Source: an optimization exercise on an open RTL-to-GDS flow (aim: small area). Production flows keep margins and buffers that such runs may drop.
At most, simulation tests tie the RTL to the original design; equivalence was not proved.
The clock port is modelled as an ideal driver; clocking choices that lean on that would not hold on a real chip.
No activity file was given, so power comes from the tool's default toggle rates.

==> flow/design.v (excerpt) <==
module tic_tac_toe_top(
    input reset,
    input clk,
    output [3:0] DISP_EN,
    output [7:0] SEGMENTS,
    output [4:1] COL,
    input [4:1] ROW
    );
export LEC_CHECK = 0
export CAP_MARGIN = 20
export CORE_MARGIN = 2
export CORE_UTILIZATION = 70
export SLEW_MARGIN = 20
create_clock -name core_clock -period 5.0 [get_ports {clk}]
standard.sh (not shown) runs the stock make flow with config.mk's settings and CLKGATE_MAP_FILE= SYNTH_SCRIPT=/design/flow/synth_recipe.tcl, a recipe that flattens the netlist after the stock synthesis.
==> flow/flow/run.sh <==
#!/bin/bash
# Standard ORFS layout with area recovery after floorplan (restructure and
# downsizing), minimum-size port buffers and a clock tree of small buffers.
set -euo pipefail
W=$(pwd)
export FLOW_DIR=$W/flow
export AREA_LIB=$W/area.lib
export RESTRUCTURE_DIR=$W/restructure
mkdir -p $RESTRUCTURE_DIR
PLAT=$FLOW_HOME/platforms/sky130hd
python3 flow/filter_lib.py $PLAT/lib/sky130_fd_sc_hd__tt_025C_1v80.lib $AREA_LIB > filter_lib.log 2>&1
bash standard.sh synth > synth.log 2>&1
bash standard.sh \
  "POST_FLOORPLAN_TCL=$FLOW_DIR/post_floorplan.tcl" \
  "BUFFER_PORTS_ARGS=-buffer_cell sky130_fd_sc_hd__buf_1" \
  "CTS_ARGS=-sink_clustering_enable -repair_clock_nets -dont_use_dummy_load -buf_list sky130_fd_sc_hd__clkbuf_4" \
  finish > layout.log 2>&1
==> flow/flow/post_floorplan.tcl <==
# Area recovery after floorplan: resynthesize the combinational logic for area
# with ABC (registers untouched), a few passes as each pass starts from the
# last one's mapping, then size cells down.
for {set i 0} {$i < 4} {incr i} {
  restructure -liberty_file $::env(AREA_LIB) -target area \
    -tiehi_port {sky130_fd_sc_hd__conb_1 HI} -tielo_port {sky130_fd_sc_hd__conb_1 LO} \
    -work_dir $::env(RESTRUCTURE_DIR)
  report_design_area
}
source $::env(FLOW_DIR)/downsize.tcl
report_design_area
Other scripts of this flow, unchanged in this note and not shown: flow/flow/downsize.tcl, flow/flow/filter_lib.py
Change:
==> flow/flow/post_floorplan.tcl (replaced) <==
# Area recovery after floorplan: resynthesize the combinational logic for area
# with ABC (registers untouched), then size cells down.
restructure -liberty_file $::env(AREA_LIB) -target area \
  -tiehi_port {sky130_fd_sc_hd__conb_1 HI} -tielo_port {sky130_fd_sc_hd__conb_1 LO} \
  -work_dir $::env(RESTRUCTURE_DIR)
source $::env(FLOW_DIR)/downsize.tcl
report_design_area
- The changed run completed without violations
- design area went up by 1.7%
- setup slack gets worse by 0.025 ns
- non-clock buffer count is lower by 1
- cell count came out higher by 0.56%
- sequential share of layout area shrinks by 0.77 points
- utilization is higher by 1.2 points
- first-iteration DRC count climbs by 52%
- total power barely changes
- critical path depth does not change
- via count came out higher by 0.35%

tic_tac_toe_top again, from the RTL that the note above started with.
export LEC_CHECK = 0
export CAP_MARGIN = 20
export CORE_MARGIN = 2
export CORE_UTILIZATION = 70
export SLEW_MARGIN = 20
create_clock -name core_clock -period 5.0 [get_ports {clk}]
==> flow/flow/run.sh <==
#!/bin/bash
# Standard ORFS layout with area recovery after floorplan (restructure and
# downsizing), minimum-size port buffers and a hand-built two-level clock tree
# of small buffers (clock_tree.tcl, run just before CTS).
set -euo pipefail
W=$(pwd)
export FLOW_DIR=$W/flow
export AREA_LIB=$W/area.lib
export RESTRUCTURE_DIR=$W/restructure
export CLK_GROUPS=6
export CLK_LEAF=sky130_fd_sc_hd__clkbuf_4
export CLK_ROOT=sky130_fd_sc_hd__clkbuf_2
mkdir -p $RESTRUCTURE_DIR
PLAT=$FLOW_HOME/platforms/sky130hd
python3 flow/filter_lib.py $PLAT/lib/sky130_fd_sc_hd__tt_025C_1v80.lib $AREA_LIB > filter_lib.log 2>&1
bash standard.sh synth > synth.log 2>&1
bash standard.sh \
  "POST_FLOORPLAN_TCL=$FLOW_DIR/post_floorplan.tcl" \
  "PRE_CTS_TCL=$FLOW_DIR/clock_tree.tcl" \
  "BUFFER_PORTS_ARGS=-buffer_cell sky130_fd_sc_hd__buf_1" \
  "CTS_ARGS=-sink_clustering_enable -repair_clock_nets -dont_use_dummy_load -buf_list sky130_fd_sc_hd__clkbuf_4" \
  finish > layout.log 2>&1
Other scripts of this flow, unchanged in this note and not shown: flow/flow/clock_tree.tcl, flow/flow/downsize.tcl, flow/flow/filter_lib.py, flow/flow/post_floorplan.tcl
The baseline produced a clean layout.
Then changed:
GPL_TIMING_DRIVEN = 0   (was not set)
What happened: Via count drops by 0.86%; utilization drops by 0.35 points; routed wire length barely changes; critical path depth is unchanged; worst setup slack loses 0.082 ns; register-to-register slack is about the same; worst hold slack hardly moves; cell area drops by 0.52%.

Setup of run A:
tic_tac_toe_top, a different RTL version from the one above (not shown whole).
Size in the first run: ~310 cells after synthesis, roughly 61 flip-flops, about 22 I/O pins, about 2800 µm² of cells after synthesis.
==> flow/design.v (excerpt) <==
module tic_tac_toe_top(
    input reset,
    input clk,
    output [3:0] DISP_EN,
    output [7:0] SEGMENTS,
    output [4:1] COL,
    input [4:1] ROW
    );
export LEC_CHECK = 0
export CAP_MARGIN = 20
export CORE_MARGIN = 2
export CORE_UTILIZATION = 70
export SLEW_MARGIN = 20
create_clock -name core_clock -period 5.0 [get_ports {clk}]
==> flow/flow/run.sh <==
#!/bin/bash
# Standard ORFS layout, with small port buffers and a small clock tree.
set -euo pipefail
bash standard.sh synth > synth.log 2>&1
bash standard.sh \
  "BUFFER_PORTS_ARGS=-buffer_cell sky130_fd_sc_hd__buf_1" \
  "CTS_ARGS=-sink_clustering_enable -repair_clock_nets -dont_use_dummy_load -buf_list sky130_fd_sc_hd__clkbuf_4 -sink_clustering_size 30 -sink_clustering_max_diameter 200" \
  finish > layout.log 2>&1
Inputs modified between run A and run B:
- swapping 70 for 40 in CORE_UTILIZATION
==> flow/run.sh (new file) <==
#!/bin/bash
# synth_recipe.tcl (not shown) runs the flow's synth.tcl, then flattens the netlist and writes it again
# the make line also repeats each setting of config.mk as NAME=value (left out here)
make -C /OpenROAD-flow-scripts/flow DESIGN_CONFIG=/design/flow/config.mk WORK_HOME=/design/flow/orfs CLKGATE_MAP_FILE= SYNTH_SCRIPT=/design/flow/synth_recipe.tcl finish
removed: flow/flow/run.sh
removed: flow/standard.sh
## What came out
Comparing run B and run A, the lower overall die height was measured on run A. [compare] base=run A new=run B: proportion of power drawn by combinational gates decreased 0.5 points, share of the clock period used by the worst path after layout increased 6.0 points, inverter count of the layout excluding clock inverters essentially unchanged, overall power after layout increased 28%, post-synthesis xor/xnor area fraction essentially unchanged. Wire length of the first global-routing pass deteriorates in run B relative to run A. Against run A as the reference, run B delivers a higher number of standard cells in the layout, taps in and fillers out. Pin count of the biggest net entering global routing (lower): run B.
Input-level comparison between run C and run B:
- CORE_UTILIZATION changed from 40 to 70
==> flow/flow/run.sh (new file) <==
#!/bin/bash
# Standard ORFS layout, with small port buffers and a small clock tree.
set -euo pipefail
bash standard.sh synth > synth.log 2>&1
bash standard.sh \
  "BUFFER_PORTS_ARGS=-buffer_cell sky130_fd_sc_hd__buf_1" \
  "CTS_ARGS=-sink_clustering_enable -repair_clock_nets -dont_use_dummy_load -buf_list sky130_fd_sc_hd__clkbuf_8 -sink_clustering_size 64 -sink_clustering_max_diameter 200" \
  finish > layout.log 2>&1
==> flow/standard.sh (new file) <==
#!/bin/bash
# synth_recipe.tcl (not shown) runs the flow's synth.tcl, then flattens the netlist and writes it again
# the make line also repeats each setting of config.mk as NAME=value (left out here)
make -C /OpenROAD-flow-scripts/flow DESIGN_CONFIG=/design/flow/config.mk WORK_HOME=/design/flow/orfs CLKGATE_MAP_FILE= SYNTH_SCRIPT=/design/flow/synth_recipe.tcl "${@:-finish}"
removed: flow/run.sh
### Flow results
When run C is set beside run B, its wire length reported by the detailed router turns out to be about 4% smaller. Peak supply drop (run C over run B): increase, about 6%. Cmp run C vs run B: initial cell density of the core higher in run C. Run C -> run B: number of setup violations in the final report delta 0, exact match. First-pass GRT wire length improves in run C relative to run B. Relative to run B, the net switching share of the total power of run C is lower by 0.59 points. Run C vs. run B: clock skew went up by 3.7 ps.
Modified inputs, run D compared to run C
- CTS_CLUSTER_SIZE newly set to 60
- CTS_CLUSTER_DIAMETER newly set to 200
- CTS_BUF_LIST newly set to sky130_fd_sc_hd__clkbuf_2 sky130_fd_sc_hd__clkbuf_4 sky130_fd_sc_hd__clkbuf_8
==> flow/run.sh (new file) <==
#!/bin/bash
# synth_recipe.tcl (not shown) runs the flow's synth.tcl, then flattens the netlist and writes it again
# the make line also repeats each setting of config.mk as NAME=value (left out here)
make -C /OpenROAD-flow-scripts/flow DESIGN_CONFIG=/design/flow/config.mk WORK_HOME=/design/flow/orfs CLKGATE_MAP_FILE= SYNTH_SCRIPT=/design/flow/synth_recipe.tcl finish
removed: flow/flow/run.sh
removed: flow/standard.sh
--- outcome ---
Run D: no failed stages, no open violations at the end
Run C → run D: sequential share of layout area went down by 2.7 points, all-layer global routing usage down 0.77 points.
Changes observed in run D relative to run C: area growth from synthesis to layout went up 6.9 points, hold slack went up by 8.4 ps.
[compare] base=run C new=run D: power share of the clock group up 7.1 points, final wirelength went up by 100 µm, cell count higher.
As far as register area goes, run C and run D are indistinguishable; the numbers are identical.
Function was not checked in any run of this note: the RTL went through the layout flow alone.

afterwards: timing with drivers on the ports:
Ports are ideal in the flow. The routed layouts listed here were re-timed in OpenROAD. Step 1 assumes that a clkbuf_16 drives the clock port and a buf_2 every other input. Step 2 moves the port delays by t, midway between the first and last clock arrival at a register: inputs arrive t later, outputs are due t later. That takes back most of the time a late clock gives input paths. Slacks: ideal ports / drivers / drivers and shift; pairs: ideal ports / drivers.
| run | t, ns | slack for setup (ns) | worst slew at a driven data input, ns |
|---|---|---|---|
| the first run of note 1 | 0.417 | 2.094 / 2.069 / 1.696 | 0.03 |
| the second run of note 1 | 0.401 | 2.070 / 2.043 / 2.349 | 0.03 |
| the first run of note 2 | 0.450 | 2.028 / 2.004 / 1.703 | 0.03 |
| the second run of note 2 | 0.464 | 1.946 / 1.921 / 1.746 | 0.03 |
| run A | 0.410 | 2.363 / 2.338 / 2.536 | 0.04 |
| run B | 0.368 | 2.061 / 2.034 / 2.193 | 0.04 |
| run C | 0.355 | 2.444 / 2.417 / 2.548 | 0.04 |
| run D | 0.356 | 2.087 / 2.058 / 2.114 | 0.03 |
After both steps every run listed still meets setup and hold. The setup slack of the first run of note 1, which loses most, moves by -0.025 ns with the drivers and by -0.398 ns with both steps.
